Source: an optimization exercise on an open RTL-to-GDS flow (aim: small area). Production flows keep margins and buffers that such runs may drop. Function was checked by simulation only, so behaviour that the tests miss may differ from the original. No activity file was given, so power comes from the tool's default toggle rates.

--- flow/config.mk ---
export PLATFORM = sky130hd
export DESIGN_NAME = PEArray1
export DESIGN_NICKNAME = PEArray1
export VERILOG_FILES = /design/flow/design.v
export SDC_FILE = /design/flow/constraint.sdc
export NUM_CORES = 4
export LEC_CHECK = 0
export CAP_MARGIN = 20
export CORE_MARGIN = 2
export CORE_UTILIZATION = 40
export SLEW_MARGIN = 20
--- flow/design.v ---
module PE #(parameter W=8) (
    input logic clk, rst, stationaryCtrl,
    input logic [W-1:0] a_in,
    input logic [W-1:0] b_in,
    input logic [W-1:0] c_in,
    output logic [W-1:0] a_out,
    output logic [W-1:0] b_out,
    output logic [W-1:0] c_out
);
    logic [W-1:0] a, b, c;
    always_ff @(posedge clk) begin
        if (rst) begin
            a <= 0;
            b <= 0;
            c <= 0;
        end else begin
            a <= a_in;
            if (stationaryCtrl)
                b <= b_in;
            c <= c_in + a * b;
        end
    end
    assign a_out = a;
    assign b_out = b;
    assign c_out = c;
endmodule
module PEArray_inner #(
    parameter W = 8,
    parameter N = 4
)(
    input logic clk, rst, stationaryCtrl,
    input logic [N-1:0][W-1:0] a_in,
    input logic [N-1:0][W-1:0] b_in,
    input logic [N-1:0][W-1:0] c_in,
    output logic [N-1:0][W-1:0] c_out
);
    logic [N-1:0][N-1:0][W-1:0] a_ins, b_ins, c_ins;
    logic [N-1:0][N-1:0][W-1:0] a_outs, b_outs, c_outs;
    genvar i, j;
    for (i=0;i<N;i++)
        for (j=0;j<N;j++)
            PE#(.W(W)) pe( .a_in(a_ins[i][j]), .b_in(b_ins[i][j]), .c_in(c_ins[i][j]),
                .a_out(a_outs[i][j]), .b_out(b_outs[i][j]), .c_out(c_outs[i][j]), .*);
    for (j=0;j<N;j++) 
        assign a_ins[0][j] = a_in[j];
    for (i=1;i<N;i++) for (j=0;j<N;j++)
        assign a_ins[i][j] = a_outs[i-1][j];
    for (i=0;i<N;i++)
        assign b_ins[i][0] = b_in[i];
    for (i=0;i<N;i++) for (j=1;j<N;j++)
        assign b_ins[i][j] = b_outs[i][j-1];
    for (i=0;i<N;i++) begin
        assign c_ins[i][0] = c_in[i];
        assign c_out[i] = c_outs[i][N-1];
    end
    for (i=0;i<N;i++) for (j=1;j<N;j++)
        assign c_ins[i][j] = c_outs[i][j-1];
endmodule
module PEArray1 #(
    parameter W = 8,
    parameter N = 4
)(
    input logic clk, rst, stationaryCtrl,
    input logic [N-1:0][W-1:0] a_in,
    input logic [N-1:0][W-1:0] b_in,
    input logic [N-1:0][W-1:0] c_in,
    output logic [N-1:0][W-1:0] c_out
);
    PEArray_inner #(.W(W), .N(N)) pe(.*);
endmodule
--- flow/constraint.sdc ---
create_clock -name core_clock -period 5.0 [get_ports {clk}]
set_input_delay 1.0000 -clock core_clock [delete_from_list [all_inputs] [get_ports {clk}]]
set_output_delay 1.0000 -clock core_clock [all_outputs]
set_load 0.01 [all_outputs]
--- flow/run.sh ---
#!/bin/bash
# synth_recipe.tcl (not shown) runs the flow's synth.tcl, then flattens the netlist and writes it again
# the make line also repeats each setting of config.mk as NAME=value (left out here)
make -C /OpenROAD-flow-scripts/flow DESIGN_CONFIG=/design/flow/config.mk WORK_HOME=/design/flow/orfs CLKGATE_MAP_FILE= SYNTH_SCRIPT=/design/flow/synth_recipe.tcl finish
==> metrics.md <==
| Metric | Value |
|---|---|
| Status | finished clean |
| Die area | ~73000 sq um |
| Post-Syn Nets | 3701 |
| Routed Antenna Nets | 0 |
| # diodes | 0 |
| Pwr per Cell Area | 242 nW/um^2 |
| RSZ-0062 raised after global routing | no |
| Setup violators final | 0 |
| Hold Crit Class | reg2reg |
| Critical path arrival | 4.69 ns |
| Die Width | 270 um |
| Most frequent cells after synthesis | inv_1 (574), dfxtp_1 (384), nand2_1 (376), fa_1 (288), ha_1 (272) |
| DRC Markers | 0 |
| Async set-reset flop share out of synthesis | 0 |
| Synth warn | 1 |
| Leakage Power | 15.3 nW |
| Port bufs | 130 |
| Rows | 97 |
| Share of layout cells above drive strength 1 | 0.0342 |
| Drt first pass iters | 5 |
| Netlist cell types | 22 |
| Delay-heaviest family, CP | adder cells |
| Top-count cell post-synth | inv_1 |
| Post-CTS sizing | 0 |
| CP Data Required Time | roughly 5.5 ns |
| Slew of the pin with the lowest slew margin | approximately 0.91 ns |
| Final Hold Violating Endpoints | 0 |
| Drt wl/cell | 13.4 um |
| Largest cells by area after synthesis | dfxtp_1 (27%), fa_1 (20%), ha_1 (12%), inv_1 (7.6%), xnor2_1 (6.7%) |
| GRT overflow | 0 |
| Filler instances | 6881 |
| Pre-CTS setup slack | between 0.15 and 0.2 ns |
| Tcrit/Tclk final | 0.846 |
| Crit path buf inv count | 5 |
| Max FO, Critical Path | 2 |
| Largest net degree at the start of global routing | 140 |
| Crit start category | input port |
| Clock-pin slew on the worst setup and hold paths | about 0.060 ns |
| Slowest-stage cell, CP | fa_1 |
| Starting density of the core | 0.404 |
| Peak VDD IR | 0.231 mV |
| Layout overhead on the synthesized area | 13.4% |
| Synth Register Bits | ~380 |
| Core ar. | 70000 sq um |
| Ports | 131 |
| WL final | between 50000 and 60000 um |
| Total global-route track usage | 0.155 |
| Vias in the first global route | 18700 |
| Net total in the final layout | 3804 |
| Fmax | 236 MHz |
| Die height | 270 um |
| CTS Sinks | 384 |
| Leading area contributor after synthesis | dfxtp_1 |
| Clock root cell | clkbuf_16 |
| Max Slew Vio Count | 0 |
| Slew headroom | 0.396 |
| Syn_area_per_cell | 9.31 sq um |
| Post-Layout Cell Count | 4123 |
| Critical path class | in2reg |
| Initial antenna violation count | 2 |
| First-pass GRT wire length | 93800 um |
| Clk Latency, worst-skew pair | around 0.6 ns |
| Cell Chain, Critical Path | clkdlybuf4s50_1 > inv_1 > fa_1 > inv_1 > fa_1 > ha_1 > inv_1 > fa_1 > inv_1 > fa_1 > a21o_1 > a21oi_1 > xnor2_2 > xnor2_1 > nor2_1 |
| Gpl congestion | 0.805 |
| CTS Hold Bufs | 0 |
| Postcts setup bufs | 0 |
| Area share of the largest cell type after synthesis | 0.272 |
| Slowest stage delay, CP | 0.53 ns |
| Num CTS Buffers | 47 |
| CP endpoint kind | flop |
| Detailed Place HPWL | 42800 um |
| CTS tree | yes |
| Vias per cell | roughly 4.5 |
| Prevailing post-synth register cell | dfxtp_1 |
| Post-synth EDFFs | 0 |
| Post-route worst setup slack | 0.770 ns |
| Clock Path Buffers | 3 |
| Number of max-cap violations | 0 |
| Syn Inst Count | 3042 |
| H-tree depth | 2 |
| FF-to-FF setup slack | 1.01 ns |
| 1st-iter DRT viols | ~640 |
| Synthesized area | between 20000 and 30000 sq um |
| TNS Setup | 0 ns |
| Placed Cells | slightly above 4000 |
| Via count | ~18000 |
| Period minus WS final | 4.23 ns |
| Post-synthesis sequential area ratio | 0.272 |
| Clock skew | 0.0153 ns |
==> worst register-to-register path: stages, from the launching register on <==
cell and delay, ns:
dfxtp_1 0.58, nand2_1 0.13, fa_1 0.50, inv_1 0.05
fa_1 0.45, ha_1 0.29, inv_1 0.05, fa_1 0.53
inv_1 0.07, fa_1 0.46, a21o_1 0.20, a21oi_1 0.23
xnor2_2 0.15, xnor2_1 0.13, nor2_1 0.05
==> layout by cell type (no fill, tap or decap), types with 31 or more instances in the layout <==
cell type / n
inv_1: 574
dfxtp_1: 384
nand2_1: 376
fa_1: 288
ha_1: 272
xnor2_1: 216
nor2b_1: 197
and2_1: 196
nor2_1: 187
mux2i_1: 128
clkdlybuf4s50_1: 128
xor2_1: 62
clkbuf_16: 47
a21o_1: 32
a21oi_1: 31
==> state kept, by name, indices dropped and copies added (netlist names) <==
| register | count |
|---|---|
| pe.genblk1.genblk1.pe.a | 128 |
| pe.genblk1.genblk1.pe.b | 128 |
| pe.genblk1.genblk1.pe.c | 128 |
==> final timing paths <==
path	startpoint	end	cells after the start
worst min register to register	pe.genblk1[0].genblk1[0].pe.a[7]$_SDFF_PP0_	pe.genblk1[1].genblk1[0].pe.a[7]$_SDFF_PP0_	1
worst min-delay path	pe.genblk1[0].genblk1[0].pe.a[7]$_SDFF_PP0_	pe.genblk1[1].genblk1[0].pe.a[7]$_SDFF_PP0_	1
worst max-delay path	c_in[12]	pe.genblk1[1].genblk1[0].pe.c[7]$_SDFF_PP0_	15
worst max register to register	pe.genblk1[1].genblk1[0].pe.b[0]$_SDFFE_PP0P_	pe.genblk1[1].genblk1[0].pe.c[7]$_SDFF_PP0_	14
==> cell type report <==
type	instances	area [sq um]	share of cell area
clock buffer	55	1260	0.0391
clock inverter	32	377	0.0117
inverter	574	2150	0.0671
multi-input combinational	2000	18000	0.562
sequential	384	7690	0.239
tap	940	1180	0.0366
timing repair buffer	138	1410	0.0438
==> power breakdown <==
group / switching [mW] / leakage, nW / total, mW / internal, mW
combinational: 0.448 / 11.4 / 0.884 / 0.437
clock: 1.41 / 0.806 / 3.53 / 2.13
sequential: 0.154 / 3.14 / 3.36 / 3.20
==> logic make-up after synthesis <==
logic type | Yosys count | share of synthesized area
AOI/OAI and AO/OA | 64 | 0.0143
muxes | 128 | 0.0453
buffers and inverters | 658 | 0.0909
DFF | 384 | 0.272
adders and majority gates | 560 | 0.324
and+or+nand+nor | 960 | 0.162
xor gates and xnor gates | 288 | 0.0918
==> per-layer routing <==
metal,track usage,wire length (um),vias to the layer above
met2,0.276,27800,177
li1,-,-,9219
met3,0.0210,1510,69
met5,0,22,-
met1,0.198,24800,8895
met4,0.0376,1020,4
==> stage by stage <==
stage	hold slack [ns]	cell area [sq um]	total power, mW	utilization
after floorplan	0.438	28300	4.02	-
after global placement	0.479	30500	4.32	0.435
after detailed placement	0.485	30500	4.34	0.435
after CTS	0.491	32100	7.93	0.458
after global routing	0.502	32100	8.18	0.458
final	0.489	32100	7.77	0.458

## re-timing with driven ports
The results above use ideal ports. As a check the final layout listed here was re-extracted and re-timed, cells and wires unchanged. Step 1 (the two cells are an assumption about what drives the block):
set clk [get_ports {clk}]
set_driving_cell -lib_cell sky130_fd_sc_hd__clkbuf_16 $clk
set_driving_cell -lib_cell sky130_fd_sc_hd__buf_2 [delete_from_list [all_inputs] $clk]
Step 2 times the ports against the registers' clock, not the clock port: input delays grow and output delays shrink by t, the midpoint of the rising clock arrivals with the driver on. a / b / c = no drivers / after step 1 / after step 2; a / b = the first two.
t (ns): 0.643
setup slack, ns: 0.770 / 0.809 / 0.166
clock arrival spread, ns: 0.020 / 0.019
slew at the worst register clock pin (ns): 0.06 / 0.06
cell pins on the clock port's net: 1
After both steps this run still meets setup and hold. The setup slack of this run moves by +0.039 ns with the drivers and by -0.604 ns with both steps.
